Context: an optimization exercise on an open-source flow, tuned for small area. The choices shown serve that exercise and are no tape-out recipe. The RTL was checked by simulation tests, not by an equivalence proof against the original design. No activity file was given, so power comes from the tool's default toggle rates.

## design/flow/config.mk

```make
export PLATFORM = sky130hd
export DESIGN_NAME = whac_a_mole
export DESIGN_NICKNAME = whac_a_mole
export VERILOG_FILES = /design/flow/design.v
export SDC_FILE = /design/flow/constraint.sdc
export NUM_CORES = 4
export LEC_CHECK = 0
export ABC_AREA = 1
export CAP_MARGIN = 20
export CORE_MARGIN = 2
export CORE_UTILIZATION = 50
export SLEW_MARGIN = 20
```

## design/flow/constraint.sdc

```tcl
create_clock -name core_clock -period 10.0 [get_ports {CLOCK_50}]
set_input_delay 2.0000 -clock core_clock [delete_from_list [all_inputs] [get_ports {CLOCK_50}]]
set_output_delay 2.0000 -clock core_clock [all_outputs]
set_load 0.01 [all_outputs]
```

## design/flow/design.v

```verilog
module keyboard_inner_driver(keyboard_clk, keyboard_data, clock50, reset, strobe, scan_code);
input keyboard_clk;
input keyboard_data;
input clock50;
input reset;
output strobe;        
output [7:0] scan_code;
reg clock;            
reg fb;               
reg [2:0] fc;         
reg kf, kfd;          
reg read_char;
reg [3:0] incnt;
reg [7:0] shiftin;
wire kclk_rise = kf & ~kfd;
wire full = (fc == 3'd7);
assign strobe = (incnt == 4'd13);
assign scan_code = shiftin;
always @(posedge clock50)
    if (reset) clock <= 1'b0;
    else clock <= ~clock;
always @(posedge clock50)
begin
   if (reset)
   begin
      fb <= 1'b1;
      fc <= 3'd7;
      kf <= 1'b1;
      kfd <= 1'b1;
   end
   else
   begin
      kfd <= kf;
      if (clock)
      begin
         if (full) kf <= fb;
         if (keyboard_clk == fb) begin
            if (!full) fc <= fc + 3'd1;
         end else begin
            fb <= keyboard_clk;
            fc <= 3'd0;
         end
      end
   end
end
always @(posedge clock50)
begin
   if (reset)
   begin
      incnt <= 4'd0;
      read_char <= 1'b0;
   end
   else if (incnt[3] & (incnt[2] | incnt[1]))
   begin
      incnt <= strobe ? 4'd0 : incnt + 4'd1;
   end
   else if (kclk_rise)
   begin
      if (keyboard_data == 1'b0 && read_char == 1'b0)
         read_char <= 1'b1;
      else if (read_char)
      begin
         if (incnt == 4'd9)
         begin
            incnt <= 4'd10;
            read_char <= 1'b0;
         end
         else
         begin
            incnt <= incnt + 4'd1;
            if (!incnt[3]) shiftin <= {keyboard_data, shiftin[7:1]};
         end
      end
   end
end
endmodule
module keyboard_press_driver(
  input  CLOCK_50,
  output reg [2:0] ev,
  input    PS2DAT,  
  input    PS2CLK,  
  input reset
);
reg state;            
reg [2:0] fs;         
wire strobe;
wire [7:0] scan_code;
reg [2:0] k;
keyboard_inner_driver kbd(
  .keyboard_clk(PS2CLK),
  .keyboard_data(PS2DAT),
  .clock50(CLOCK_50),
  .reset(reset),
  .strobe(strobe),
  .scan_code(scan_code)
);
always @(*)
  case (scan_code)
    8'h16: k = 3'd1;
    8'h1e: k = 3'd2;
    8'h26: k = 3'd3;
    8'h1b: k = 3'd4;
    8'h23: k = 3'd5;
    8'h2b: k = 3'd6;
    8'h34: k = 3'd7;
    default: k = 3'd0;
  endcase
always @(posedge CLOCK_50)
  if (reset)
  begin
    state <= 1'b0;
    fs <= 3'd0;
  end
  else if (strobe)
  begin
    if (!state)
    begin
      if (scan_code == 8'hF0)
        state <= 1'b1;
      else if (scan_code != 8'hE0)
        fs <= k;
    end
    else
    begin
      state <= 1'b0;
      if (fs == k) fs <= 3'd0;
    end
  end
always @(*)
  if (strobe && (state || fs != k)) ev = k;
  else ev = 3'd0;
endmodule
module whac_a_mole(
	input        CLOCK_50,
	input        resetn,    
	input        restart,   
	input        PS2_DAT,
	input        PS2_CLK,
	output [6:0] HEX0,
	output [6:0] HEX1,
	output       plot,
	output [7:0] x,
	output [6:0] y,
	output [2:0] colour
	);
	wire [2:0] ev;
	keyboard_press_driver KEYBOARD(
		.CLOCK_50(CLOCK_50),
		.ev(ev),
		.PS2DAT(PS2_DAT),
		.PS2CLK(PS2_CLK),
		.reset(~resetn)
		);
	wire go = ~ev[2] & (ev[1] | ev[0]);
	reg [1:0] difficulty;
	always @(posedge CLOCK_50)
		if (!resetn) difficulty <= 2'b00;
		else if (ev == 3'd1) difficulty <= 2'b01;
		else if (ev == 3'd2) difficulty <= 2'b10;
	wire draw_mole, draw_hammer, draw_n, clear, erase, update, count, clear_end, m, compare, end_screen;
	wire [2:0] idx;
	wire move, f, f_en, finish;
	wire [7:0] score;
	wire [1:0] t_tens;
	wire [3:0] t_units;
	assign plot = draw_mole | draw_hammer | clear | erase | draw_n | clear_end;
	control c0(
		.clk(CLOCK_50), .resetn(resetn), .go(go), .move(move), .f(f),
		.finish(finish), .restart(restart),
		.draw_mole(draw_mole), .draw_hammer(draw_hammer), .clear(clear), .erase(erase),
		.update(update), .count(count), .m(m), .draw_n(draw_n), .clear_end(clear_end),
		.compare(compare), .end_screen(end_screen), .idx(idx));
	datapath d0(
		.clk(CLOCK_50), .resetn(resetn), .restart(restart), .ev(ev),
		.draw_mole(draw_mole), .draw_hammer(draw_hammer), .erase(erase), .clear(clear),
		.update(update), .m(m), .draw_n(draw_n), .clear_end(clear_end), .compare(compare),
		.end_screen(end_screen), .idx(idx),
		.t_tens(t_tens), .t_units(t_units), .difficulty(difficulty),
		.count(count), .f_en(f_en),
		.x(x), .y(y), .move(move), .rgb(colour), .score(score));
	number_top n0(
		.CLOCK_50(CLOCK_50), .resetn(resetn), .restart(restart), .go(go),
		.finish(finish), .t_tens(t_tens), .t_units(t_units));
	reg [5:0] fq;
	wire [5:0] frame = (difficulty == 2'd2) ? 6'd9 : (difficulty == 2'd3) ? 6'd4 : 6'd14;
	assign f = f_en & (fq == frame);
	always @(posedge CLOCK_50) begin
		if (!count)
			fq <= 6'd0;
		else if (f_en)
			fq <= (fq == frame) ? 6'd0 : fq + 6'd1;
	end
	hex_decoder h0(.hex_digit(score[3:0]), .segments(HEX0));
	hex_decoder h1(.hex_digit(score[7:4]), .segments(HEX1));
endmodule
module control(
	input clk,
	input resetn,
	input go,
	input move, f,
	input finish, restart,
	output draw_mole, draw_hammer, clear, erase, update, count, m, draw_n, clear_end, compare,
	output end_screen,
	output [2:0] idx
	);
	localparam [2:0] G_NUM = 3'd0, G_MOLE = 3'd1, G_ERASE = 3'd2, G_HAM = 3'd3, G_END = 3'd4, G_MISC = 3'd5;
	localparam [2:0] M_CLEAR = 3'd0, M_WAIT = 3'd1, M_COUNT = 3'd2, M_CWAIT = 3'd3,
		M_UPDATE = 3'd4, M_CLEAR_END = 3'd5, M_ENDWAIT = 3'd6, M_RESTART = 3'd7;
	reg [2:0] g, ng;
	reg [2:0] i, ni;
	reg w, nw;
	assign idx = i;
	wire misc = (g == G_MISC);
	wire step = ~w & ~g[2] | ~w & (g == G_END);    
	assign draw_n = ~w & (g == G_NUM || g == G_END);
	assign draw_mole = ~w & (g == G_MOLE);
	assign erase = ~w & (g == G_ERASE);
	assign draw_hammer = ~w & (g == G_HAM);
	assign end_screen = g[2];
	assign clear = misc & (i == M_CLEAR);
	assign clear_end = misc & (i == M_CLEAR_END);
	assign update = misc & (i == M_UPDATE);
	assign count = misc & (i == M_COUNT);
	assign compare = misc & (i == M_ENDWAIT);
	assign m = ~(step | clear | clear_end | update | count);
	wire last = (g == G_NUM) ? (i == 3'd5) : (i[1:0] == 2'd3);
	always @(*) begin
		ng = g; ni = i; nw = w;
		if (misc) begin
			case (i)
			M_CLEAR:     if (move) ni = M_WAIT;
			M_WAIT:      if (go) begin ng = G_NUM; ni = 3'd0; end
			M_COUNT:     if (f) ni = M_CWAIT;
			M_CWAIT:     if (finish) ni = M_CLEAR_END; else begin ng = G_ERASE; ni = 3'd0; end
			M_UPDATE:    begin ng = G_HAM; ni = 3'd0; end
			M_CLEAR_END: if (move) ni = M_ENDWAIT;
			M_ENDWAIT:   begin ng = G_END; ni = 3'd0; end
			default:     ni = M_CLEAR;
			endcase
		end
		else if (g[2] & (g[1] | g[0])) begin
			ng = G_MISC; ni = M_CLEAR; nw = 1'b0;
		end
		else if (!w) begin
			if (move) nw = 1'b1;
		end
		else if (!last) begin
			ni = i + 3'd1;
			nw = 1'b0;
		end
		else begin
			nw = 1'b0;
			ni = 3'd0;
			case (g)
			G_NUM:   ng = G_MOLE;
			G_MOLE:  begin ng = G_MISC; ni = M_COUNT; end
			G_ERASE: begin ng = G_MISC; ni = M_UPDATE; end
			G_HAM:   ng = G_NUM;
			default: if (restart) begin ni = i; nw = 1'b1; end else begin ng = G_MISC; ni = M_RESTART; end
			endcase
		end
	end
	always @(posedge clk)
		if (!resetn) begin
			g <= G_MISC; i <= M_CLEAR; w <= 1'b0;
		end else begin
			g <= ng; i <= ni; w <= nw;
		end
endmodule
module datapath(
	input clk,
	input resetn, restart,
	input [2:0] ev,
	input draw_mole, draw_hammer, erase, clear, update, m, draw_n, clear_end, compare,
	input end_screen,
	input [2:0] idx,
	input [1:0] t_tens,
	input [3:0] t_units,
	input [1:0] difficulty,
	input count,
	output f_en,
	output reg [7:0] x,
	output reg [6:0] y,
	output move,
	output reg [2:0] rgb,
	output reg [7:0] score
	);
	reg [7:0] highscore;
	reg [7:0] counter;
	reg fc;               
	reg x1;
	wire [7:0] x_inc = (x == 8'd159) ? 8'd0 : x + 8'd1;
	wire [7:0] x_counter = fc ? {7'd0, x1} : x_inc;
	reg i20;              
	reg [15:0] mole;
	reg [19:0] sp;
	reg [3:0] direction;
	reg [3:0] score_reg, hammer, hammer_to_draw, hammer_up, h_state;
	reg [3:0] seqbit;
	integer k;
	localparam [23:0] S1 = 24'b110000111100101100110000,
		S2 = 24'b110011000110011110110011,
		S3 = 24'b000110011011000111001100,
		S4 = 24'b001101100110110011011011;
	always @(*) begin
		for (k = 0; k < 4; k = k + 1) begin
			case (k)
			0: seqbit[k] = S1[5'd23 - sp[5*k +: 5]];
			1: seqbit[k] = S2[5'd23 - sp[5*k +: 5]];
			2: seqbit[k] = S3[5'd23 - sp[5*k +: 5]];
			default: seqbit[k] = S4[5'd23 - sp[5*k +: 5]];
			endcase
		end
	end
	wire [1:0] mid = idx[1:0];
	reg [7:0] x_posi;
	reg [6:0] y_posi;
	reg [2:0] xo;
	reg [6:0] yo;
	always @(*) begin
		if (draw_n) begin
			if (end_screen) x_posi = idx[0] ? 8'd101 : 8'd95;
			else case (idx)
				3'd0: x_posi = 8'd32;
				3'd1: x_posi = 8'd38;
				3'd2: x_posi = 8'd74;
				3'd3: x_posi = 8'd80;
				3'd4: x_posi = 8'd86;
				default: x_posi = 8'd134;
			endcase
		end else case (mid)
			2'd0: x_posi = 8'd19;
			2'd1: x_posi = 8'd43;
			2'd2: x_posi = 8'd67;
			default: x_posi = 8'd91;
		endcase
		if (draw_hammer) y_posi = h_state[mid] ? 7'd48 : 7'd45;
		else if (erase) y_posi = 7'd45;
		else if (draw_n) y_posi = end_screen ? (idx[1] ? 7'd59 : 7'd45) : 7'd13;
		else if (draw_mole) y_posi = {3'b011, mole[4*mid +: 4]};
		else y_posi = 7'd25;
		if (draw_n) begin xo = {1'b0, counter[1:0]}; yo = {4'b0, counter[4:2]}; end
		else if (draw_mole) begin xo = counter[5:3]; yo = {4'b0, counter[2:0]}; end
		else if (draw_hammer) begin xo = counter[4:2]; yo = {5'b0, counter[1:0]}; end
		else if (erase) begin xo = counter[2:0]; yo = {2'b0, counter[7:3]}; end
		else begin xo = 3'd0; yo = counter[6:0]; end
	end
	wire [7:0] x_next = x_posi + xo;
	wire [6:0] y_next = y_posi + yo;
	wire [7:0] val = (end_screen & idx[1]) ? highscore : score;
	wire [7:0] tens = val / 8'd10;
	wire [7:0] units = val % 8'd10;
	reg [3:0] digit;
	always @(*) begin
		if (end_screen) digit = idx[0] ? units[3:0] : tens[3:0];
		else case (idx)
			3'd0: digit = tens[3:0];
			3'd1: digit = units[3:0];
			3'd2: digit = 4'd0;
			3'd3: digit = {2'b00, t_tens};
			3'd4: digit = t_units;
			default: digit = {2'b00, difficulty};
		endcase
	end
	reg [19:0] seq_20;
	always @(*)
		case (digit)
		4'd1: seq_20 = 20'b0100_0100_0100_0100_0100;
		4'd2: seq_20 = 20'b0111_0001_0111_0100_0111;
		4'd3: seq_20 = 20'b0111_0100_0111_0100_0111;
		4'd4: seq_20 = 20'b0100_0100_0111_0101_0101;
		4'd5: seq_20 = 20'b0111_0100_0111_0001_0111;
		4'd6: seq_20 = 20'b0111_0101_0111_0001_0111;
		4'd7: seq_20 = 20'b0100_0100_0100_0100_0111;
		4'd8: seq_20 = 20'b0111_0101_0111_0101_0111;
		4'd9: seq_20 = 20'b0111_0100_0111_0101_0111;
		default: seq_20 = 20'b0111_0101_0101_0101_0111;
		endcase
	wire [20:0] seq_sh = {seq_20, ~i20 & seq_20[0]};
	wire digit_black = seq_sh[counter[4:0]];
	wire end_black;
	end_picture ep(.xc(x_counter), .yc(counter[6:0]), .black(end_black));
	assign f_en = (counter[6:0] == 7'd99);
	assign move = ((clear | clear_end) & ~fc & (x == 8'd159) & (counter[6:0] == 7'd0))
		| (draw_n & (counter[4:0] == 5'd20))
		| (draw_mole & counter[6])
		| (draw_hammer & counter[5])
		| (erase & (counter == 8'd160));
	always @(posedge clk) begin
		if (resetn == 0) begin
			x <= 8'd0; y <= 7'd0; rgb <= 3'd0;
			score <= 8'd0; highscore <= 8'd0;
			fc <= 1'b1; x1 <= 1'b0; counter <= 8'd0; i20 <= 1'b0;
			for (k = 0; k < 4; k = k + 1) begin
				mole[4*k +: 4] <= 4'd11;
				sp[5*k +: 5] <= 5'd0;
			end
			hammer <= 4'b0; hammer_to_draw <= 4'b0; hammer_up <= 4'b0; h_state <= 4'b0;
			score_reg <= 4'b0; direction <= 4'b0;
		end
		else begin
			if (restart == 0) begin
				x <= 8'd0; y <= 7'd0; rgb <= 3'd0;
				score <= 8'd0;
				x1 <= 1'b0; counter <= 8'd0; i20 <= 1'b0;
				for (k = 0; k < 4; k = k + 1) begin
					mole[4*k +: 4] <= 4'd11;
					sp[5*k +: 5] <= 5'd0;
				end
				hammer <= 4'b0; hammer_to_draw <= 4'b0; hammer_up <= 4'b0; h_state <= 4'b0;
				score_reg <= 4'b0; direction <= 4'b0;
			end
			fc <= ~(clear | clear_end);
			if (m) counter <= 8'd0;
			if (count) counter <= f_en ? 8'd0 : counter + 8'd1;
			if (compare) begin
				if (score > highscore) highscore <= score;
			end
			if (update) begin
				x1 <= 1'b0;
				hammer_to_draw <= hammer;
				hammer <= 4'd0;
				hammer_up <= hammer_to_draw;
				score <= score + score_reg[0] + score_reg[1] + score_reg[2] + score_reg[3];
				score_reg <= 4'd0;
				for (k = 0; k < 4; k = k + 1) begin
					if (mole[4*k +: 4] == 4'd11) begin
						direction[k] <= seqbit[k];
						sp[5*k +: 5] <= (sp[5*k +: 5] == 5'd23) ? 5'd0 : sp[5*k +: 5] + 5'd1;
					end
					else if (mole[4*k +: 4] == 4'd3)
						direction[k] <= 1'b0;
					if (direction[k]) begin
						if (mole[4*k +: 4] != 4'd3) mole[4*k +: 4] <= mole[4*k +: 4] - 4'd1;
					end
					else begin
						if (mole[4*k +: 4] != 4'd11) mole[4*k +: 4] <= mole[4*k +: 4] + 4'd1;
					end
				end
				h_state <= hammer_up;
			end
			if (update == 0) begin
				for (k = 0; k < 4; k = k + 1)
					if (ev == 3'd4 + k) begin
						hammer[k] <= 1'b1;
						if (mole[4*k +: 4] == 4'd3 || (mole[4*k +: 4] == 4'd4 && direction[k]))
							score_reg[k] <= 1'b1;
					end
			end
			if (clear | clear_end) begin
				if (clear) rgb <= (counter[6:0] < 7'd35) ? 3'b111 : 3'b000;
				else rgb <= end_black ? 3'b000 : 3'b111;
				x1 <= (x_counter == 8'd0);
				if (x_counter == 8'd159)
					counter <= (counter[6:0] == 7'd94) ? 8'd0 : counter + 8'd1;
				x <= x_counter;
				y <= y_next;
			end
			if (draw_n | draw_mole | draw_hammer | erase) begin
				counter <= counter + 8'd1;
				x <= x_next;
				y <= y_next;
			end
			if (draw_n) begin
				i20 <= (counter[4:0] == 5'd20);
				rgb <= digit_black ? 3'b000 : 3'b111;
			end
			if (draw_mole) begin
				rgb <= 3'b110;
				if (counter[2:0] == 3'd0) begin
					if (counter[5:3] == 3'd0 || counter[5:3] == 3'd3 || counter[5:3] == 3'd4 || counter[5:3] == 3'd7)
						rgb <= 3'b111;
				end
				if (counter[2:0] == 3'd2 || counter[2:0] == 3'd3) begin
					if (counter[5:3] == 3'd2 || counter[5:3] == 3'd5)
						rgb <= 3'b000;
				end
				if (counter[2:0] == 3'd5) begin
					if (counter[5:3] == 3'd3 || counter[5:3] == 3'd4)
						rgb <= 3'b100;
				end
				if (counter[2:0] == 3'd6 || counter[2:0] == 3'd7)
					rgb <= 3'b000;
			end
			if (draw_hammer) begin
				if (hammer_to_draw[mid] == 1'b1 || hammer_up[mid] == 1'b1) begin
					rgb <= 3'b011;
					if (counter[4]) begin
						if (counter[1:0] == 2'd0 || counter[1:0] == 2'd3) rgb <= 3'b111;
						else rgb <= 3'b101;
					end
				end
				else rgb <= 3'b111;
			end
			if (erase) begin
				rgb <= (counter[7:3] < 5'd16) ? 3'b111 : 3'b000;
			end
		end
	end
endmodule
module number_top(
	input CLOCK_50, resetn, restart, go,
	output reg finish,
	output reg [1:0] t_tens,
	output reg [3:0] t_units
	);
	reg watch;
	reg [6:0] q1;
	reg [5:0] q2;
	wire frame_en = watch & (q1 == 7'd99);
	wire en = frame_en & (q2 == 6'd59);
	always @(posedge CLOCK_50) begin
		if (!resetn) begin
			q1 <= 7'd0;
			q2 <= 6'd0;
		end else begin
			if (watch) q1 <= (q1 == 7'd99) ? 7'd0 : q1 + 7'd1;
			if (frame_en) q2 <= (q2 == 6'd59) ? 6'd0 : q2 + 6'd1;
		end
	end
	always @(posedge CLOCK_50) begin
		if (resetn == 0 || restart == 0) begin
			t_tens <= 2'd3;
			t_units <= 4'd0;
			finish <= 1'b0;
			watch <= 1'b0;
		end
		else begin
			if (go) watch <= 1'b1;
			if (watch) begin
				if (t_tens == 2'd0 && t_units == 4'd0) begin
					t_tens <= 2'd3;
					t_units <= 4'd0;
					finish <= 1'b1;
					watch <= 1'b0;
				end
				else if (en) begin
					if (t_units == 4'd0) begin
						t_units <= 4'd9;
						t_tens <= t_tens - 2'd1;
					end
					else t_units <= t_units - 4'd1;
				end
			end
		end
	end
endmodule
module end_picture(input [7:0] xc, input [6:0] yc, output reg black);
	always @(*) begin
		if (yc >= 7'd51) black = 1'b1;
		else case (yc)
		7'd3: black = xc == 55 || xc == 56 || xc == 57 || xc == 58 || xc == 61 || xc == 62 || xc == 65 || xc == 66 || xc == 67 || xc == 69 || xc == 70 || xc == 74 || xc == 75 || xc == 82 || xc == 83 || xc == 84 || xc == 87 || xc == 91 || xc == 94 || xc == 95 || xc == 98 || xc == 100;
		7'd4: black = xc == 54 || xc == 58 || xc == 63 || xc == 65 || xc == 68 || xc == 71 || xc == 73 || xc == 76 || xc == 81 || xc == 85 || xc == 88 || xc == 90 || xc == 93 || xc == 96 || xc == 98 || xc == 99;
		7'd5: black = xc == 54 || xc == 58 || xc == 61 || xc == 62 || xc == 63 || xc == 65 || xc == 68 || xc == 71 || xc == 73 || xc == 74 || xc == 75 || xc == 76 || xc == 81 || xc == 85 || xc == 88 || xc == 90 || xc == 93 || xc == 94 || xc == 95 || xc == 98;
		7'd6: black = xc == 54 || xc == 58 || xc == 60 || xc == 63 || xc == 65 || xc == 68 || xc == 71 || xc == 73 || xc == 81 || xc == 85 || xc == 88 || xc == 90 || xc == 93 || xc == 96 || xc == 98;
		7'd7: black = xc == 55 || xc == 56 || xc == 57 || xc == 58 || xc == 61 || xc == 62 || xc == 63 || xc == 65 || xc == 68 || xc == 71 || xc == 74 || xc == 75 || xc == 76 || xc == 82 || xc == 83 || xc == 84 || xc == 89 || xc == 94 || xc == 95 || xc == 96 || xc == 98;
		7'd8: black = xc == 58;
		7'd9: black = xc == 55 || xc == 56 || xc == 57;
		7'd20: black = xc == 42 || xc == 46 || xc == 49 || xc == 50 || xc == 51 || xc == 54 || xc == 58 || xc == 60 || xc == 62 || xc == 67 || xc == 68 || xc == 69 || xc == 72 || xc == 73 || xc == 74 || xc == 77 || xc == 78 || xc == 79 || xc == 82 || xc == 84 || xc == 87 || xc == 88 || xc == 92;
		7'd21: black = xc == 43 || xc == 45 || xc == 48 || xc == 52 || xc == 54 || xc == 58 || xc == 60 || xc == 61 || xc == 67 || xc == 71 || xc == 76 || xc == 80 || xc == 82 || xc == 83 || xc == 86 || xc == 89 || xc == 92;
		7'd22: black = xc == 43 || xc == 45 || xc == 48 || xc == 52 || xc == 54 || xc == 58 || xc == 60 || xc == 68 || xc == 71 || xc == 76 || xc == 80 || xc == 82 || xc == 86 || xc == 87 || xc == 88 || xc == 89;
		7'd23: black = xc == 43 || xc == 45 || xc == 48 || xc == 52 || xc == 54 || xc == 58 || xc == 60 || xc == 69 || xc == 71 || xc == 76 || xc == 80 || xc == 82 || xc == 86 || xc == 92;
		7'd24: black = xc == 44 || xc == 49 || xc == 50 || xc == 51 || xc == 55 || xc == 56 || xc == 57 || xc == 58 || xc == 60 || xc == 67 || xc == 68 || xc == 69 || xc == 72 || xc == 73 || xc == 74 || xc == 77 || xc == 78 || xc == 79 || xc == 82 || xc == 87 || xc == 88 || xc == 89 || xc == 92;
		7'd25: black = xc == 44;
		7'd26: black = xc == 43;
		7'd31: black = xc == 32 || xc == 46;
		7'd32: black = xc == 32 || xc == 38 || xc == 46 || xc == 61;
		7'd33: black = xc == 32 || xc == 46 || xc == 61;
		7'd34: black = xc == 32 || xc == 33 || xc == 34 || xc == 35 || xc == 38 || xc == 41 || xc == 42 || xc == 43 || xc == 44 || xc == 46 || xc == 47 || xc == 48 || xc == 49 || xc == 53 || xc == 54 || xc == 57 || xc == 58 || xc == 59 || xc == 61 || xc == 62 || xc == 67 || xc == 68 || xc == 69 || xc == 72 || xc == 73 || xc == 74 || xc == 77 || xc == 78 || xc == 79 || xc == 82 || xc == 84 || xc == 87 || xc == 88 || xc == 92;
		7'd35: black = xc == 32 || xc == 36 || xc == 38 || xc == 40 || xc == 44 || xc == 46 || xc == 50 || xc == 52 || xc == 55 || xc == 57 || xc == 61 || xc == 67 || xc == 71 || xc == 76 || xc == 80 || xc == 82 || xc == 83 || xc == 86 || xc == 89 || xc == 92;
		7'd36: black = xc == 32 || xc == 36 || xc == 38 || xc == 40 || xc == 44 || xc == 46 || xc == 50 || xc == 52 || xc == 53 || xc == 54 || xc == 55 || xc == 58 || xc == 61 || xc == 68 || xc == 71 || xc == 76 || xc == 80 || xc == 82 || xc == 86 || xc == 87 || xc == 88 || xc == 89;
		7'd37: black = xc == 32 || xc == 36 || xc == 38 || xc == 40 || xc == 44 || xc == 46 || xc == 50 || xc == 52 || xc == 59 || xc == 61 || xc == 69 || xc == 71 || xc == 76 || xc == 80 || xc == 82 || xc == 86 || xc == 92;
		7'd38: black = xc == 32 || xc == 36 || xc == 38 || xc == 41 || xc == 42 || xc == 43 || xc == 44 || xc == 46 || xc == 50 || xc == 53 || xc == 54 || xc == 55 || xc == 57 || xc == 58 || xc == 59 || xc == 62 || xc == 67 || xc == 68 || xc == 69 || xc == 72 || xc == 73 || xc == 74 || xc == 77 || xc == 78 || xc == 79 || xc == 82 || xc == 87 || xc == 88 || xc == 89 || xc == 92;
		7'd39: black = xc == 44;
		7'd40: black = xc == 41 || xc == 42 || xc == 43;
		default: black = 1'b0;
		endcase
	end
endmodule
module hex_decoder(hex_digit, segments);
	input [3:0] hex_digit;
	output [6:0] segments;
	wire [15:0] s0 = 16'b0010100000010010;
	wire [15:0] s1 = 16'b1101100001100000;
	wire [15:0] s2 = 16'b1101000000000100;
	wire [15:0] s3 = 16'b1000011010010010;
	wire [15:0] s4 = 16'b0000001010111010;
	wire [15:0] s5 = 16'b0010000010001110;
	wire [15:0] s6 = 16'b0001000010000011;
	assign segments = {s6[hex_digit], s5[hex_digit], s4[hex_digit], s3[hex_digit], s2[hex_digit], s1[hex_digit], s0[hex_digit]};
endmodule
```

## design/flow/flow/run.sh

```bash
#!/bin/bash
# Layout flow: the standard synthesis, then the logic between the
# flip-flops is mapped again with a stronger ABC script (the flip-flops, their
# names and cell types are kept as the standard synthesis made them), then
# the standard layout steps from the floorplan on.
set -euo pipefail
HERE=$(pwd)
R=$HERE/orfs/results/${FLOW_PLATFORM:-sky130hd}/whac_a_mole/base
LIB=$FLOW_HOME/platforms/sky130hd/lib/sky130_fd_sc_hd__tt_025C_1v80.lib
YOSYS=yosys
[ -x "$FLOW_HOME/../tools/install/yosys/bin/yosys" ] && YOSYS=$FLOW_HOME/../tools/install/yosys/bin/yosys

# 1. standard synthesis
bash standard.sh synth > synth_standard.log 2>&1
cp $R/1_2_yosys.v $HERE/netlist_standard.v

# 2. map the combinational logic again
python3 flow/mkmap.py $LIB $HERE/cellmap.v > mkmap.log 2>&1
DONT_USE=$(grep -o "^abc -script.*" $HERE/orfs/logs/sky130hd/whac_a_mole/base/1_2_yosys.log | head -1 | grep -oE "\-dont_use [A-Za-z0-9_]+" | tr '\n' ' ')
cp flow/resyn.abc $HERE/resyn.abc
$YOSYS -l resyn_yosys.log -p "
read_liberty -lib $LIB
read_verilog $HERE/netlist_standard.v
hierarchy -top $FLOW_TOP
setattr -set keep 1 t:*__df* t:*__edf* t:*__sdf* t:*__dl* t:*__sedf*
techmap -map $HERE/cellmap.v
techmap
opt -purge
abc -script $HERE/resyn.abc -liberty $LIB $DONT_USE
opt_clean -purge
hilomap -singleton -hicell sky130_fd_sc_hd__conb_1 HI -locell sky130_fd_sc_hd__conb_1 LO
insbuf -buf sky130_fd_sc_hd__buf_4 A X
splitnets
opt_clean -purge
check -assert -mapped
tee -o $HERE/resyn_stat.txt stat -liberty $LIB
write_verilog -noattr -nohex -nodec $HERE/netlist_resyn.v
" > resyn_yosys.out 2>&1

# the flip-flops must be the standard synthesis's, by name and cell type
ffs() { grep -oE "sky130_fd_sc_hd__(df|edf|sdf|sedf|dl)[a-z0-9_]* [^ (]+" "$1" | grep -v dlygate | sort; }
if [ "$(ffs $HERE/netlist_standard.v)" != "$(ffs $HERE/netlist_resyn.v)" ]; then
  echo "flip-flops differ; keeping the standard netlist" > resyn_check.log
else
  echo "flip-flops match" > resyn_check.log
  cp $HERE/netlist_resyn.v $R/1_2_yosys.v
  rm -f $R/1_synth.odb $R/1_synth.sdc
fi

# 3. the rest of the standard layout
bash standard.sh finish > layout_standard.log 2>&1
```

## design/flow/flow/mkmap.py

```python
# Writes a yosys techmap file that turns each combinational sky130hd cell
# into its logic function (from the liberty), so the logic between the
# flip-flops can be mapped again.
import re, sys
lib = open(sys.argv[1]).read()
out = []
pos = 0
for m in re.finditer(r'\n\s*cell\s*\(\s*"?([\w]+)"?\s*\)\s*\{', lib):
    pass
# split into cell blocks by brace matching
i = 0
cells = []
while True:
    m = re.compile(r'\bcell\s*\(\s*"?(\w+)"?\s*\)\s*\{').search(lib, i)
    if not m: break
    depth = 1; j = m.end()
    while depth:
        c = lib[j]
        if c == '{': depth += 1
        elif c == '}': depth -= 1
        j += 1
    cells.append((m.group(1), lib[m.end():j-1]))
    i = j
def conv(f):
    f = f.strip().strip('"')
    f = f.replace('!', '~').replace('*', '&').replace('+', '|')
    # juxtaposition (space) means AND in liberty: "A B" -> A & B
    f = re.sub(r'(\w|\))\s+(?=[\w(~])', r'\1 & ', f)
    return f
n = 0
for name, body in cells:
    if re.search(r'\b(ff|latch|statetable)\s*\(', body): continue
    pins = []
    for pm in re.finditer(r'\bpin\s*\(\s*"?(\w+)"?\s*\)\s*\{', body):
        depth = 1; j = pm.end()
        while depth:
            c = body[j]
            if c == '{': depth += 1
            elif c == '}': depth -= 1
            j += 1
        pb = body[pm.end():j-1]
        d = re.search(r'direction\s*:\s*"?(\w+)"?', pb)
        fn = re.search(r'\bfunction\s*:\s*("[^"]*"|[^;]*);', pb)
        pins.append((pm.group(1), d.group(1) if d else None, fn.group(1) if fn else None))
    outs = [p for p in pins if p[1] == 'output']
    ins = [p for p in pins if p[1] == 'input']
    if not outs or any(o[2] is None for o in outs): continue
    if any(p[1] not in ('input', 'output') for p in pins): continue
    out.append('module %s (%s);' % (name, ', '.join(p[0] for p in pins)))
    for p in ins: out.append('  input %s;' % p[0])
    for p in outs: out.append('  output %s;' % p[0])
    for p in outs: out.append('  assign %s = %s;' % (p[0], conv(p[2])))
    out.append('endmodule')
    n += 1
open(sys.argv[2], 'w').write('\n'.join(out) + '\n')
print(n, 'cells')
```

## design/flow/flow/resyn.abc

```
strash
&get -n
&deepsyn -T 120
&put
dch -f
amap
```

## design/flow/standard.sh

```bash
#!/bin/bash
# synth_recipe.tcl (not shown) runs the flow's synth.tcl, then flattens the netlist and writes it again
# the make line also repeats each setting of config.mk as NAME=value (left out here)
make -C /OpenROAD-flow-scripts/flow DESIGN_CONFIG=/design/flow/config.mk WORK_HOME=/design/flow/orfs CLKGATE_MAP_FILE= SYNTH_SCRIPT=/design/flow/synth_recipe.tcl "${@:-finish}"
```

==> results of run 1 <==
## cell usage in the layout (no fill, tap or decap), types with 30 or more instances in the layout
cell type / n
clkdlybuf4s50_1: 37
a31oi_1: 30
clkinv_1: 195
nand2_1: 126
o21ai_0: 110
nor2_1: 266
nor3_1: 67
a21oi_1: 61
dfxtp_1: 157
o22ai_1: 55
## worst min path at each step
stage	depth (start not counted)	from	end	slack, ns
2_1_floorplan	1	KEYBOARD.kbd.clock	KEYBOARD.kbd.clock	0.42
3_3_place_gp	2	d0.h_state[0]	d0.h_state[0]	0.44
3_5_place_dp	1	KEYBOARD.kbd.clock	KEYBOARD.kbd.clock	0.44
4_1_cts	1	KEYBOARD.kbd.clock	KEYBOARD.kbd.clock	0.45
5_1_grt	1	KEYBOARD.kbd.clock	KEYBOARD.kbd.clock	0.47
6_report	1	KEYBOARD.kbd.clock	KEYBOARD.kbd.clock	0.45
## through the flow
| stage | utilization, % | instances | setup WS (ns) | hold slack [ns] | power, mW |
|---|---|---|---|---|---|
| 2_1_floorplan | - | 1350 | 5.06 | 0.419 | 0.719 |
| 3_3_place_gp | 54.5 | 1630 | 4.41 | 0.442 | 0.742 |
| 3_5_place_dp | 54.5 | 1630 | 4.18 | 0.436 | 0.741 |
| 4_1_cts | 57.9 | 1662 | 4.15 | 0.450 | 1.43 |
| 5_1_grt | 57.9 | 1662 | 3.36 | 0.471 | 1.47 |
| 6_report | 57.9 | 1662 | 3.99 | 0.447 | 1.43 |
## area by class of cell
class	count	area, sq um	share of cell area (%)
clock buffers	17	425	3.95
well taps	234	293	2.72
inverters	195	732	6.80
clock inverters	15	208	1.93
flip-flops and latches	165	3380	31.4
multi-input cells	990	5280	49.1
repair buffers	46	438	4.07
## layer usage
layer / share of wire, % / routed length, um / track usage [%] / vias to the layer above
li1: - / - / - / 5044
met1: 43 / 12800 / 39.9 / 4704
met2: 45 / 13300 / 47.4 / 476
met3: 8.0 / 2360 / 5.67 / 81
met4: 3.4 / 1010 / 12.9 / 0
met5: 0 / 0 / 0 / -
## report_power, final
part           total, mW  leakage (nW)  internal [mW]  switching (mW)
logic             0.0531          1.81         0.0172          0.0359
clock network      0.700         0.306          0.350           0.350
registers          0.674          1.34          0.667         0.00670
total               1.43          3.45           1.03           0.393
## worst reg2reg max path, delay by kind of cell, from the launching register on
kind	cells	cell delay [ns]
AOI/OAI and AO/OA	11	2.49
and+or+nand+nor	11	1.77
buffers and inverters	4	1.12
DFF	1	0.52
==> metrics.cfg, run 1 <==
[run_status]
status = timing/DRC/antenna clean

[logic_synthesis]
netlist_area_sq_um = 9400
yosysWarnings = 7
synthCells = 1350
synth_nets = 1355
syn_avg_cell_area_sq_um = 6.96

[critical_path]
cp-endpoint = d0.rgb[1]
reg2reg_to = d0.rgb[1]
path_max_fanout = 12
cp.arrival_ns = 6.33
crit_cells = 26
crit_type = register to register
rr_worst_depth = 26
crit_buf_inv = 4
startpoint_type = register
cpMostUsedCell = nor2_1
reg2reg_slack_ns = 3.99
slowest_stage = nor2_1
required_ns = 10.32
slowest_delay_ns = 0.55
startpoint = c0.g[2]
cp_top_family = compound AO/OA/AOI/OAI gates
end_kind = register
worstReg2RegStart = c0.g[2]

[die]
fp.dieH_um = 141
coreArea_sq_um = 18600
row_count = 50
dieArea_sq_um = 19900
fp.dieW_um = 141
io_pins = 38
initial_core_util_pct = 50.6

[min_path]
hold_class = register to register

[clock_network]
cts_buffers = 17
cts_sinks = 165
cts_buffer_depth = 2
insertion_delay_ns = 0.45
clk_pin_slew_ns = 0.08
htree_levels = 4
cts_resized = 0
cts_tree = built
hold_buffers = 0
cts_setup_buffers = 0
clockRootBuffer = clkbuf_16

[pwr]
ir_worst_vdd_uv = 120
p_per_area_nw_per_um2 = 133
power.leakage_nw = 3.45

[finish]
final_area_sq_um = 10800
drive_above_1_share_pct = 2.87
fill_cells = 1755
nets = 1420
antenna_cells = 0
syn_to_final_growth_pct = 14.5
largest_register_ffs = 20

[sta]
period_share_pct = 60.1
fmax_ghz = 0.166
skew_ns = 0.0156
timing.final.crit_period_ns = 6.01
finalMaxSlewViolations = 0
setup_tns_ns = 0
finalHoldViolCount = 0
setup_viol = 0
tightestPinTransition_ns = 0.879
max_slew_margin_pct = 41.0
rsz0062_at_grt = false

[route]
post_drt_wl_per_cell_um = 17.8
drc = 0
via_per_inst = 6.20
dr.pass1.iters = 6
wirelength_um = 29500
vias = 10300
drtIter0Drc = 884
drtAntennaViolNets = 0

[job]
maxCapViolations = 0

[placed_design]
gp_congestion = 0.975
io_buffers = 37
placed_cell_area_sq_um = 10100
detailed_place_hpwl_um = 22000

[global_route]
grt_pass1_vias = 9340
grt_pass1_wl_um = 47700
grt.overflow.total = 0
track_usage_pct = 29.9
grt_max_degree = 27
antenna_found_initial = 0

==> inputs of run 2 (changes only) <==
--- a/design/flow/flow/run.sh
+++ b/design/flow/flow/run.sh
@@ -49,3 +49,5 @@
 
-# 3. the rest of the standard layout
-bash standard.sh finish > layout_standard.log 2>&1
+# 3. the rest of the standard layout, with the smallest buffer on the ports
+# and a clock tree of small buffers without dummy loads
+CTS="-sink_clustering_enable -repair_clock_nets -dont_use_dummy_load -buf_list {$(cat flow/cts_bufs.txt)}"
+bash standard.sh "BUFFER_PORTS_ARGS=-buffer_cell sky130_fd_sc_hd__buf_1" "CTS_ARGS=$CTS" finish > layout_standard.log 2>&1
==> design/flow/flow/cts_bufs.txt (new file) <==
sky130_fd_sc_hd__clkbuf_4 sky130_fd_sc_hd__clkbuf_8
--- a/design/flow/config.mk
+++ b/design/flow/config.mk
@@ -8,5 +8,5 @@
 export ABC_AREA = 1
-export CAP_MARGIN = 20
+export CAP_MARGIN = 10
 export CORE_MARGIN = 2
 export CORE_UTILIZATION = 50
-export SLEW_MARGIN = 20
+export SLEW_MARGIN = 10
==> metrics.cfg, run 2 <==
[run_status]
status = timing/DRC/antenna clean  ; unchanged

[route]
dr.pass1.iters = 6  ; unchanged
wirelength_um = 29400  ; was 29500 um
drc = 0  ; unchanged
via_per_inst = 6.19  ; was 6.20
vias = 10200  ; was 10300
post_drt_wl_per_cell_um = 17.9  ; was 17.8 um
drtAntennaViolNets = 0  ; unchanged
drtIter0Drc = 1059  ; was 884

[critical_path]
crit_type = register to register  ; unchanged
slowest_delay_ns = 0.52  ; was 0.55 ns
rr_worst_depth = 26  ; unchanged
end_kind = register  ; unchanged
crit_buf_inv = 4  ; unchanged
required_ns = 10.31  ; was 10.32 ns
worstReg2RegStart = c0.g[2]  ; unchanged
cpMostUsedCell = nor2_1  ; unchanged
path_max_fanout = 12  ; unchanged
cp.arrival_ns = 6.26  ; was 6.33 ns
reg2reg_to = d0.rgb[1]  ; unchanged
reg2reg_slack_ns = 4.05  ; was 3.99 ns
slowest_stage = nor2_1  ; unchanged
cp_top_family = compound AO/OA/AOI/OAI gates  ; unchanged
startpoint_type = register  ; unchanged

[clock_network]
insertion_delay_ns = 0.48  ; was 0.45 ns
clockRootBuffer = clkbuf_8  ; was clkbuf_16
cts_buffers = 17  ; unchanged
clk_pin_slew_ns = 0.11  ; was 0.08 ns
cts_setup_buffers = 0  ; unchanged
cts_resized = 0  ; unchanged
hold_buffers = 0  ; unchanged
cts_tree = built  ; unchanged
cts_sinks = 165  ; unchanged
htree_levels = 4  ; unchanged
cts_buffer_depth = 2  ; unchanged

[global_route]
grt.overflow.total = 0  ; unchanged
grt_pass1_wl_um = 48000  ; was 47700 um
antenna_found_initial = 1  ; was 0
track_usage_pct = 30.0  ; was 29.9%
grt_pass1_vias = 9415  ; was 9340
grt_max_degree = 31  ; was 27

[logic_synthesis]
synth_nets = 1355  ; unchanged
netlist_area_sq_um = 9400  ; unchanged
syn_avg_cell_area_sq_um = 6.96  ; unchanged
yosysWarnings = 7  ; unchanged
synthCells = 1350  ; unchanged

[sta]
timing.final.crit_period_ns = 5.95  ; was 6.01 ns
finalHoldViolCount = 0  ; unchanged
fmax_ghz = 0.168  ; was 0.166 GHz
setup_tns_ns = 0  ; unchanged
setup_viol = 0  ; unchanged
finalMaxSlewViolations = 0  ; unchanged
skew_ns = 0.0432  ; was 0.0156 ns
tightestPinTransition_ns = 1.08  ; was 0.879 ns
max_slew_margin_pct = 26.1  ; was 41.0%
period_share_pct = 59.5  ; was 60.1%
rsz0062_at_grt = false  ; unchanged

[finish]
fill_cells = 1925  ; was 1755
drive_above_1_share_pct = 1.63  ; was 2.87%
final_common_cell = nor2_1  ; unchanged
largest_register_ffs = 20  ; unchanged
nets = 1417  ; was 1420
syn_to_final_growth_pct = 7.59  ; was 14.5%
final_cell_mix = nor2_1, clkinv_1, dfxtp_1  ; unchanged

[pwr]
ir_worst_vdd_uv = 74.6  ; was 120 uV
p_per_area_nw_per_um2 = 108  ; was 133 nW/um^2
power.switching_uw = 266  ; was 393 uW
power.leakage_nw = 3.16  ; was 3.45 nW
power_frac_seq_pct = 61.4  ; was 47.2%
swShare_pct = 24.2  ; was 27.5%
pwr-share-comb_pct = 4.6  ; was 3.7%
clkPwrFrac_pct = 34.0  ; was 49.1%
internal_power_uw = 831  ; was 1.03 mW
total_power_mw = 1.10  ; was 1.43 mW

[job]
maxCapViolations = 0  ; unchanged

[min_path]
hold_class = register to register  ; unchanged
hp-start = KEYBOARD.kbd.clock  ; unchanged
holdPathEnd = KEYBOARD.kbd.clock  ; unchanged
whs_path_depth = 1  ; unchanged

[die]
coreArea_sq_um = 18600  ; unchanged
dieArea_sq_um = 19900  ; unchanged
initial_core_util_pct = 50.6  ; unchanged
io_pins = 38  ; unchanged
row_count = 50  ; unchanged
fp.dieH_um = 141  ; unchanged
fp.dieW_um = 141  ; unchanged

[placed_design]
io_buffers = 37  ; unchanged
detailed_place_hpwl_um = 22200  ; was 22000 um
gp_congestion = 0.990  ; was 0.975

==> run 2: per-stage QoR <==
stage	instance area, sq um	utilization (%)	hold slack (ns)	setup slack, ns	cells
after global placement	9880	53.2	0.437	4.41	1627
after CTS	10100	54.4	0.461	4.16	1644
after global routing	10100	54.4	0.492	3.30	1645
after floorplan	9400	-	0.419	5.06	1350
after detailed placement	9880	53.2	0.442	4.18	1627
final	10100	54.4	0.458	4.05	1645
==> run 2: per-layer routing <==
layer / global-route usage [%] / routed length [um] / vias to the layer above
met5: 0 / 0 / -
met4: 12.2 / 1060 / 0
met3: 4.69 / 1920 / 82
met2: 48.4 / 13500 / 403
met1: 40.1 / 13000 / 4669
li1: - / - / 5027
==> run 2: power groups by stage <==
stage	clock, mW	sequential [mW]	combinational, mW
finish	0.373	0.674	0.0503
global route	0.404	0.675	0.0552
CTS	0.379	0.674	0.0492
detailed placement	0	0.689	0.0491
global placement	0	0.689	0.0495
floorplan	0	0.688	0.0308
==> run 2: layout make-up <==
class                   count  area [sq um]  area share [%]
flip-flops and latches    165          3380            33.5
diodes                      1          2.50          0.0247
inverters                 195           732            7.24
well taps                 234           293            2.90
clock buffers              17           234            2.31
repair buffers             43           184            1.82
multi-input cells         990          5280            52.3
==> run 2: how the worst max path moves through the flow <==
stage                  from         to  depth (start not counted)
floorplan           c0.g[2]  d0.rgb[1]                         26
global placement    c0.g[2]  d0.rgb[1]                         26
detailed placement  c0.g[2]  d0.rgb[1]                         26
CTS                 c0.g[2]  d0.rgb[1]                         26
global route        c0.g[2]  d0.rgb[1]                         26
finish              c0.g[2]  d0.rgb[1]                         26
==> run 2: worst register-to-register path, stage by stage, from the launching register on <==
cell	delay (ns)
dfxtp_1	0.51
clkinv_1	0.36
nor2_1	0.52
clkinv_1	0.44
o32ai_1	0.48
clkinv_1	0.24
nor2_1	0.20
a21oi_1	0.06
o211ai_1	0.26
nand2_1	0.08
o21ai_0	0.13
nor2_1	0.11
nor2_1	0.15
nor2_1	0.09
or2_0	0.24
a31oi_1	0.43
o21ai_0	0.20
o211a_1	0.14
o311a_1	0.34
a311oi_1	0.21
nor2_1	0.07
clkinv_1	0.05
nor2b_1	0.03
nand2b_1	0.15
nor2_1	0.12
o21a_1	0.14
o21ai_0	0.08
==> inputs of run 3 (changes only) <==
--- a/design/flow/design.v
+++ b/design/flow/design.v
@@ -381,3 +381,3 @@
 	wire end_black;
-	end_picture ep(.xc(x_counter), .yc(counter[6:0]), .black(end_black));
+	end_picture ep(.x(x), .yc(counter[6:0]), .black(end_black));
 	assign f_en = (counter[6:0] == 7'd99);
@@ -451,3 +451,3 @@
 				if (clear) rgb <= (counter[6:0] < 7'd35) ? 3'b111 : 3'b000;
-				else rgb <= end_black ? 3'b000 : 3'b111;
+				else rgb <= (end_black & ~fc) ? 3'b000 : 3'b111;
 				x1 <= (x_counter == 8'd0);
@@ -547,3 +547,3 @@
 endmodule
-module end_picture(input [7:0] xc, input [6:0] yc, output reg black);
+module end_picture(input [7:0] x, input [6:0] yc, output reg black);
 	always @(*) begin
@@ -551,26 +551,26 @@
 		else case (yc)
-		7'd3: black = xc == 55 || xc == 56 || xc == 57 || xc == 58 || xc == 61 || xc == 62 || xc == 65 || xc == 66 || xc == 67 || xc == 69 || xc == 70 || xc == 74 || xc == 75 || xc == 82 || xc == 83 || xc == 84 || xc == 87 || xc == 91 || xc == 94 || xc == 95 || xc == 98 || xc == 100;
-		7'd4: black = xc == 54 || xc == 58 || xc == 63 || xc == 65 || xc == 68 || xc == 71 || xc == 73 || xc == 76 || xc == 81 || xc == 85 || xc == 88 || xc == 90 || xc == 93 || xc == 96 || xc == 98 || xc == 99;
-		7'd5: black = xc == 54 || xc == 58 || xc == 61 || xc == 62 || xc == 63 || xc == 65 || xc == 68 || xc == 71 || xc == 73 || xc == 74 || xc == 75 || xc == 76 || xc == 81 || xc == 85 || xc == 88 || xc == 90 || xc == 93 || xc == 94 || xc == 95 || xc == 98;
-		7'd6: black = xc == 54 || xc == 58 || xc == 60 || xc == 63 || xc == 65 || xc == 68 || xc == 71 || xc == 73 || xc == 81 || xc == 85 || xc == 88 || xc == 90 || xc == 93 || xc == 96 || xc == 98;
-		7'd7: black = xc == 55 || xc == 56 || xc == 57 || xc == 58 || xc == 61 || xc == 62 || xc == 63 || xc == 65 || xc == 68 || xc == 71 || xc == 74 || xc == 75 || xc == 76 || xc == 82 || xc == 83 || xc == 84 || xc == 89 || xc == 94 || xc == 95 || xc == 96 || xc == 98;
-		7'd8: black = xc == 58;
-		7'd9: black = xc == 55 || xc == 56 || xc == 57;
-		7'd20: black = xc == 42 || xc == 46 || xc == 49 || xc == 50 || xc == 51 || xc == 54 || xc == 58 || xc == 60 || xc == 62 || xc == 67 || xc == 68 || xc == 69 || xc == 72 || xc == 73 || xc == 74 || xc == 77 || xc == 78 || xc == 79 || xc == 82 || xc == 84 || xc == 87 || xc == 88 || xc == 92;
-		7'd21: black = xc == 43 || xc == 45 || xc == 48 || xc == 52 || xc == 54 || xc == 58 || xc == 60 || xc == 61 || xc == 67 || xc == 71 || xc == 76 || xc == 80 || xc == 82 || xc == 83 || xc == 86 || xc == 89 || xc == 92;
-		7'd22: black = xc == 43 || xc == 45 || xc == 48 || xc == 52 || xc == 54 || xc == 58 || xc == 60 || xc == 68 || xc == 71 || xc == 76 || xc == 80 || xc == 82 || xc == 86 || xc == 87 || xc == 88 || xc == 89;
-		7'd23: black = xc == 43 || xc == 45 || xc == 48 || xc == 52 || xc == 54 || xc == 58 || xc == 60 || xc == 69 || xc == 71 || xc == 76 || xc == 80 || xc == 82 || xc == 86 || xc == 92;
-		7'd24: black = xc == 44 || xc == 49 || xc == 50 || xc == 51 || xc == 55 || xc == 56 || xc == 57 || xc == 58 || xc == 60 || xc == 67 || xc == 68 || xc == 69 || xc == 72 || xc == 73 || xc == 74 || xc == 77 || xc == 78 || xc == 79 || xc == 82 || xc == 87 || xc == 88 || xc == 89 || xc == 92;
-		7'd25: black = xc == 44;
-		7'd26: black = xc == 43;
-		7'd31: black = xc == 32 || xc == 46;
-		7'd32: black = xc == 32 || xc == 38 || xc == 46 || xc == 61;
-		7'd33: black = xc == 32 || xc == 46 || xc == 61;
-		7'd34: black = xc == 32 || xc == 33 || xc == 34 || xc == 35 || xc == 38 || xc == 41 || xc == 42 || xc == 43 || xc == 44 || xc == 46 || xc == 47 || xc == 48 || xc == 49 || xc == 53 || xc == 54 || xc == 57 || xc == 58 || xc == 59 || xc == 61 || xc == 62 || xc == 67 || xc == 68 || xc == 69 || xc == 72 || xc == 73 || xc == 74 || xc == 77 || xc == 78 || xc == 79 || xc == 82 || xc == 84 || xc == 87 || xc == 88 || xc == 92;
-		7'd35: black = xc == 32 || xc == 36 || xc == 38 || xc == 40 || xc == 44 || xc == 46 || xc == 50 || xc == 52 || xc == 55 || xc == 57 || xc == 61 || xc == 67 || xc == 71 || xc == 76 || xc == 80 || xc == 82 || xc == 83 || xc == 86 || xc == 89 || xc == 92;
-		7'd36: black = xc == 32 || xc == 36 || xc == 38 || xc == 40 || xc == 44 || xc == 46 || xc == 50 || xc == 52 || xc == 53 || xc == 54 || xc == 55 || xc == 58 || xc == 61 || xc == 68 || xc == 71 || xc == 76 || xc == 80 || xc == 82 || xc == 86 || xc == 87 || xc == 88 || xc == 89;
-		7'd37: black = xc == 32 || xc == 36 || xc == 38 || xc == 40 || xc == 44 || xc == 46 || xc == 50 || xc == 52 || xc == 59 || xc == 61 || xc == 69 || xc == 71 || xc == 76 || xc == 80 || xc == 82 || xc == 86 || xc == 92;
-		7'd38: black = xc == 32 || xc == 36 || xc == 38 || xc == 41 || xc == 42 || xc == 43 || xc == 44 || xc == 46 || xc == 50 || xc == 53 || xc == 54 || xc == 55 || xc == 57 || xc == 58 || xc == 59 || xc == 62 || xc == 67 || xc == 68 || xc == 69 || xc == 72 || xc == 73 || xc == 74 || xc == 77 || xc == 78 || xc == 79 || xc == 82 || xc == 87 || xc == 88 || xc == 89 || xc == 92;
-		7'd39: black = xc == 44;
-		7'd40: black = xc == 41 || xc == 42 || xc == 43;
+		7'd3: black = x == 54 || x == 55 || x == 56 || x == 57 || x == 60 || x == 61 || x == 64 || x == 65 || x == 66 || x == 68 || x == 69 || x == 73 || x == 74 || x == 81 || x == 82 || x == 83 || x == 86 || x == 90 || x == 93 || x == 94 || x == 97 || x == 99;
+		7'd4: black = x == 53 || x == 57 || x == 62 || x == 64 || x == 67 || x == 70 || x == 72 || x == 75 || x == 80 || x == 84 || x == 87 || x == 89 || x == 92 || x == 95 || x == 97 || x == 98;
+		7'd5: black = x == 53 || x == 57 || x == 60 || x == 61 || x == 62 || x == 64 || x == 67 || x == 70 || x == 72 || x == 73 || x == 74 || x == 75 || x == 80 || x == 84 || x == 87 || x == 89 || x == 92 || x == 93 || x == 94 || x == 97;
+		7'd6: black = x == 53 || x == 57 || x == 59 || x == 62 || x == 64 || x == 67 || x == 70 || x == 72 || x == 80 || x == 84 || x == 87 || x == 89 || x == 92 || x == 95 || x == 97;
+		7'd7: black = x == 54 || x == 55 || x == 56 || x == 57 || x == 60 || x == 61 || x == 62 || x == 64 || x == 67 || x == 70 || x == 73 || x == 74 || x == 75 || x == 81 || x == 82 || x == 83 || x == 88 || x == 93 || x == 94 || x == 95 || x == 97;
+		7'd8: black = x == 57;
+		7'd9: black = x == 54 || x == 55 || x == 56;
+		7'd20: black = x == 41 || x == 45 || x == 48 || x == 49 || x == 50 || x == 53 || x == 57 || x == 59 || x == 61 || x == 66 || x == 67 || x == 68 || x == 71 || x == 72 || x == 73 || x == 76 || x == 77 || x == 78 || x == 81 || x == 83 || x == 86 || x == 87 || x == 91;
+		7'd21: black = x == 42 || x == 44 || x == 47 || x == 51 || x == 53 || x == 57 || x == 59 || x == 60 || x == 66 || x == 70 || x == 75 || x == 79 || x == 81 || x == 82 || x == 85 || x == 88 || x == 91;
+		7'd22: black = x == 42 || x == 44 || x == 47 || x == 51 || x == 53 || x == 57 || x == 59 || x == 67 || x == 70 || x == 75 || x == 79 || x == 81 || x == 85 || x == 86 || x == 87 || x == 88;
+		7'd23: black = x == 42 || x == 44 || x == 47 || x == 51 || x == 53 || x == 57 || x == 59 || x == 68 || x == 70 || x == 75 || x == 79 || x == 81 || x == 85 || x == 91;
+		7'd24: black = x == 43 || x == 48 || x == 49 || x == 50 || x == 54 || x == 55 || x == 56 || x == 57 || x == 59 || x == 66 || x == 67 || x == 68 || x == 71 || x == 72 || x == 73 || x == 76 || x == 77 || x == 78 || x == 81 || x == 86 || x == 87 || x == 88 || x == 91;
+		7'd25: black = x == 43;
+		7'd26: black = x == 42;
+		7'd31: black = x == 31 || x == 45;
+		7'd32: black = x == 31 || x == 37 || x == 45 || x == 60;
+		7'd33: black = x == 31 || x == 45 || x == 60;
+		7'd34: black = x == 31 || x == 32 || x == 33 || x == 34 || x == 37 || x == 40 || x == 41 || x == 42 || x == 43 || x == 45 || x == 46 || x == 47 || x == 48 || x == 52 || x == 53 || x == 56 || x == 57 || x == 58 || x == 60 || x == 61 || x == 66 || x == 67 || x == 68 || x == 71 || x == 72 || x == 73 || x == 76 || x == 77 || x == 78 || x == 81 || x == 83 || x == 86 || x == 87 || x == 91;
+		7'd35: black = x == 31 || x == 35 || x == 37 || x == 39 || x == 43 || x == 45 || x == 49 || x == 51 || x == 54 || x == 56 || x == 60 || x == 66 || x == 70 || x == 75 || x == 79 || x == 81 || x == 82 || x == 85 || x == 88 || x == 91;
+		7'd36: black = x == 31 || x == 35 || x == 37 || x == 39 || x == 43 || x == 45 || x == 49 || x == 51 || x == 52 || x == 53 || x == 54 || x == 57 || x == 60 || x == 67 || x == 70 || x == 75 || x == 79 || x == 81 || x == 85 || x == 86 || x == 87 || x == 88;
+		7'd37: black = x == 31 || x == 35 || x == 37 || x == 39 || x == 43 || x == 45 || x == 49 || x == 51 || x == 58 || x == 60 || x == 68 || x == 70 || x == 75 || x == 79 || x == 81 || x == 85 || x == 91;
+		7'd38: black = x == 31 || x == 35 || x == 37 || x == 40 || x == 41 || x == 42 || x == 43 || x == 45 || x == 49 || x == 52 || x == 53 || x == 54 || x == 56 || x == 57 || x == 58 || x == 61 || x == 66 || x == 67 || x == 68 || x == 71 || x == 72 || x == 73 || x == 76 || x == 77 || x == 78 || x == 81 || x == 86 || x == 87 || x == 88 || x == 91;
+		7'd39: black = x == 43;
+		7'd40: black = x == 40 || x == 41 || x == 42;
 		default: black = 1'b0;
==> design/flow/flow/resyn.abc (replaced) <==
strash
&get -n
&deepsyn -T 300
&put
dch -f
amap
--- a/design/flow/config.mk
+++ b/design/flow/config.mk
@@ -10,3 +10,3 @@
 export CORE_MARGIN = 2
-export CORE_UTILIZATION = 50
+export CORE_UTILIZATION = 60
 export SLEW_MARGIN = 10
==> metrics.cfg, run 3 <==
[clock_network]
cts_buffers = 17  ; unchanged
cts_sinks = 165  ; unchanged
htree_levels = 4  ; unchanged
cts_setup_buffers = 0  ; unchanged
clk_pin_slew_ns = 0.10  ; was 0.11 ns
insertion_delay_ns = 0.47  ; was 0.48 ns
cts_buffer_depth = 2  ; unchanged
clockRootBuffer = clkbuf_8  ; unchanged
hold_buffers = 0  ; unchanged
cts_tree = built  ; unchanged
cts_resized = 0  ; unchanged

[die]
fp.dieH_um = 128  ; was 141 um
initial_core_util_pct = 61.3  ; was 50.6%
dieArea_sq_um = 16500  ; was 19900 sq um
row_count = 45  ; was 50
io_pins = 38  ; unchanged
coreArea_sq_um = 15100  ; was 18600 sq um
fp.dieW_um = 128  ; was 141 um

[global_route]
grt_pass1_wl_um = 43400  ; was 48000 um
track_usage_pct = 32.5  ; was 30.0%
grt_max_degree = 29  ; was 31
antenna_found_initial = 0  ; was 1
grt_pass1_vias = 8984  ; was 9415
grt.overflow.total = 0  ; unchanged

[logic_synthesis]
syn_avg_cell_area_sq_um = 6.93  ; was 6.96 sq um
netlist_area_sq_um = 9290  ; was 9400 sq um
synthCells = 1340  ; was 1350
yosysWarnings = 7  ; unchanged
synth_nets = 1345  ; was 1355

[finish]
antenna_cells = 0  ; was 1
final_area_sq_um = 9920  ; was 10100 sq um
layout.cells.non_filler = 1585  ; was 1645
final_common_cell = nor2_1  ; unchanged
drive_above_1_share_pct = 1.50  ; was 1.63%
nets = 1404  ; was 1417
fill_cells = 1390  ; was 1925
final_core_util_pct = 65.5  ; was 54.4%
syn_to_final_growth_pct = 6.79  ; was 7.59%
final_cell_mix = nor2_1, clkinv_1, dfxtp_1  ; unchanged
largest_register_ffs = 20  ; unchanged

[route]
drtIter0Drc = 1102  ; was 1059
drtAntennaViolNets = 0  ; unchanged
dr.pass1.iters = 6  ; unchanged
post_drt_wl_per_cell_um = 16.8  ; was 17.9 um
drc = 0  ; unchanged
via_per_inst = 6.35  ; was 6.19
wirelength_um = 26600  ; was 29400 um
vias = 10100  ; was 10200

[sta]
hold-worst-slack_ns = 0.452  ; was 0.458 ns
timing.final.crit_period_ns = 5.64  ; was 5.95 ns
skew_ns = 0.0316  ; was 0.0432 ns
setup_viol = 0  ; unchanged
setup_tns_ns = 0  ; unchanged
max_slew_margin_pct = 22.6  ; was 26.1%
tightestPinTransition_ns = 1.15  ; was 1.08 ns
period_share_pct = 56.4  ; was 59.5%
finalHoldViolCount = 0  ; unchanged
fmax_ghz = 0.177  ; was 0.168 GHz
rsz0062_at_grt = false  ; unchanged
finalMaxSlewViolations = 0  ; unchanged

[placed_design]
place_inst = 1568  ; was 1627
detailed_place_hpwl_um = 19800  ; was 22200 um
io_buffers = 37  ; unchanged
gp_congestion = 0.977  ; was 0.990
placed_cell_area_sq_um = 9690  ; was 9880 sq um

[pwr]
p_per_area_nw_per_um2 = 136  ; was 108 nW/um^2
power.leakage_nw = 3.14  ; was 3.16 nW
ir_worst_vdd_uv = 135  ; was 74.6 uV

[critical_path]
slowest_delay_ns = 0.73  ; was 0.52 ns
required_ns = 10.36  ; was 10.31 ns
cp.arrival_ns = 6.00  ; was 6.26 ns
crit_type = register to register  ; unchanged
reg2reg_slack_ns = 4.36  ; was 4.05 ns
worstReg2RegStart = c0.i[1]  ; was c0.g[2]
slowest_stage = o32ai_1  ; was nor2_1
startpoint = c0.i[1]  ; was c0.g[2]
end_kind = register  ; unchanged
startpoint_type = register  ; unchanged
crit_chain = clkinv_1 -> o32ai_1 -> clkinv_1 -> nand2_1 -> nor2_1 -> or3_1 -> o21ai_0 -> clkinv_1 -> nor2_1 -> xnor2_1 -> o21ai_0 -> nand2_1 -> and3_1 -> o22ai_1 -> nand2_1 -> or3_1 -> a31o_1 -> nand3_1 -> nor2b_1 -> nand2b_1 -> o22ai_1 -> o211ai_1
path_max_fanout = 16  ; was 12

[min_path]
hp-start = n0.q1[6]  ; was KEYBOARD.kbd.clock
hold_class = register to register  ; unchanged

[run_status]
status = timing/DRC/antenna clean  ; unchanged

[job]
maxCapViolations = 0  ; unchanged

run 3: where the power goes:
group	switching (mW)	total (mW)	internal [mW]
clock network	0.211	0.361	0.150
registers	0.0356	0.722	0.686
logic	0.184	0.266	0.0820
total	0.431	1.35	0.918
run 3: worst paths after layout:
check,end,cells past startpoint
worst max-delay path,d0.rgb[2],22
worst min-delay path,n0.q1[6],1
worst max register to register,d0.rgb[2],22
worst min register to register,n0.q1[6],1
run 3: per-layer routing:
metal  GRT usage (%)  wire length (um)  share of wire (%)
met4            10.4               610                2.3
met3            5.07              2310                8.7
met2            52.6             11800                 45
met5               0                 0                  0
met1            44.8             11800                 44
run 3: through the flow:
step / power [mW] / setup slack (ns)
final: 1.35 / 4.36
after global routing: 1.41 / 3.81
after CTS: 1.34 / 4.48
after detailed placement: 0.992 / 4.18
after global placement: 0.991 / 4.38
after floorplan: 0.908 / 5.42
run 3: cell type report:
type                       instances  area (sq um)  area share, %
sequential                       165          3380           34.1
tap                              188           235           2.37
multi-input combinational        985          5190           52.3
inverter                         189           709           7.15
timing repair buffer              41           169           1.70
clock buffer                      17           234           2.36
run 3: critical path: cells and delay by family (launching register included):
kind,cells,cell delay [ns]
flip-flops,1,0.59
AND/OR/NAND/NOR,11,2.01
buffers and inverters,3,0.92
XOR/XNOR,1,0.09
AO/OA/AOI/OAI,7,1.94

## afterwards: timing with drivers on the ports
Ports are ideal in the flow. The routed layouts listed here were re-timed in OpenROAD. Step 1 assumes that a clkbuf_16 drives the clock port and a buf_2 every other input. Step 2 adds t to the input delays and takes it off the output delays; t is the mean of the earliest and latest rising clock arrival at the registers after step 1. Input paths then give back, and output paths get back, about the clock's delay inside the block. Three values: ideal ports, drivers, drivers and shift; two values: the first two.
| run | shift t [ns] | setup slack, ns | worst slew at a driven data input, ns |
|---|---|---|---|
| run 1 | 0.491 | 3.989 / 3.989 / 3.989 | 0.06 |
| run 2 | 0.494 | 4.046 / 4.046 / 4.046 | 0.09 |
| run 3 | 0.494 | 4.362 / 4.362 / 4.080 | 0.04 |
After both steps setup and hold are still met in every run listed. For run 3, which loses most, drivers alone change the setup slack by 0.000 ns; drivers and shift together by -0.282 ns.
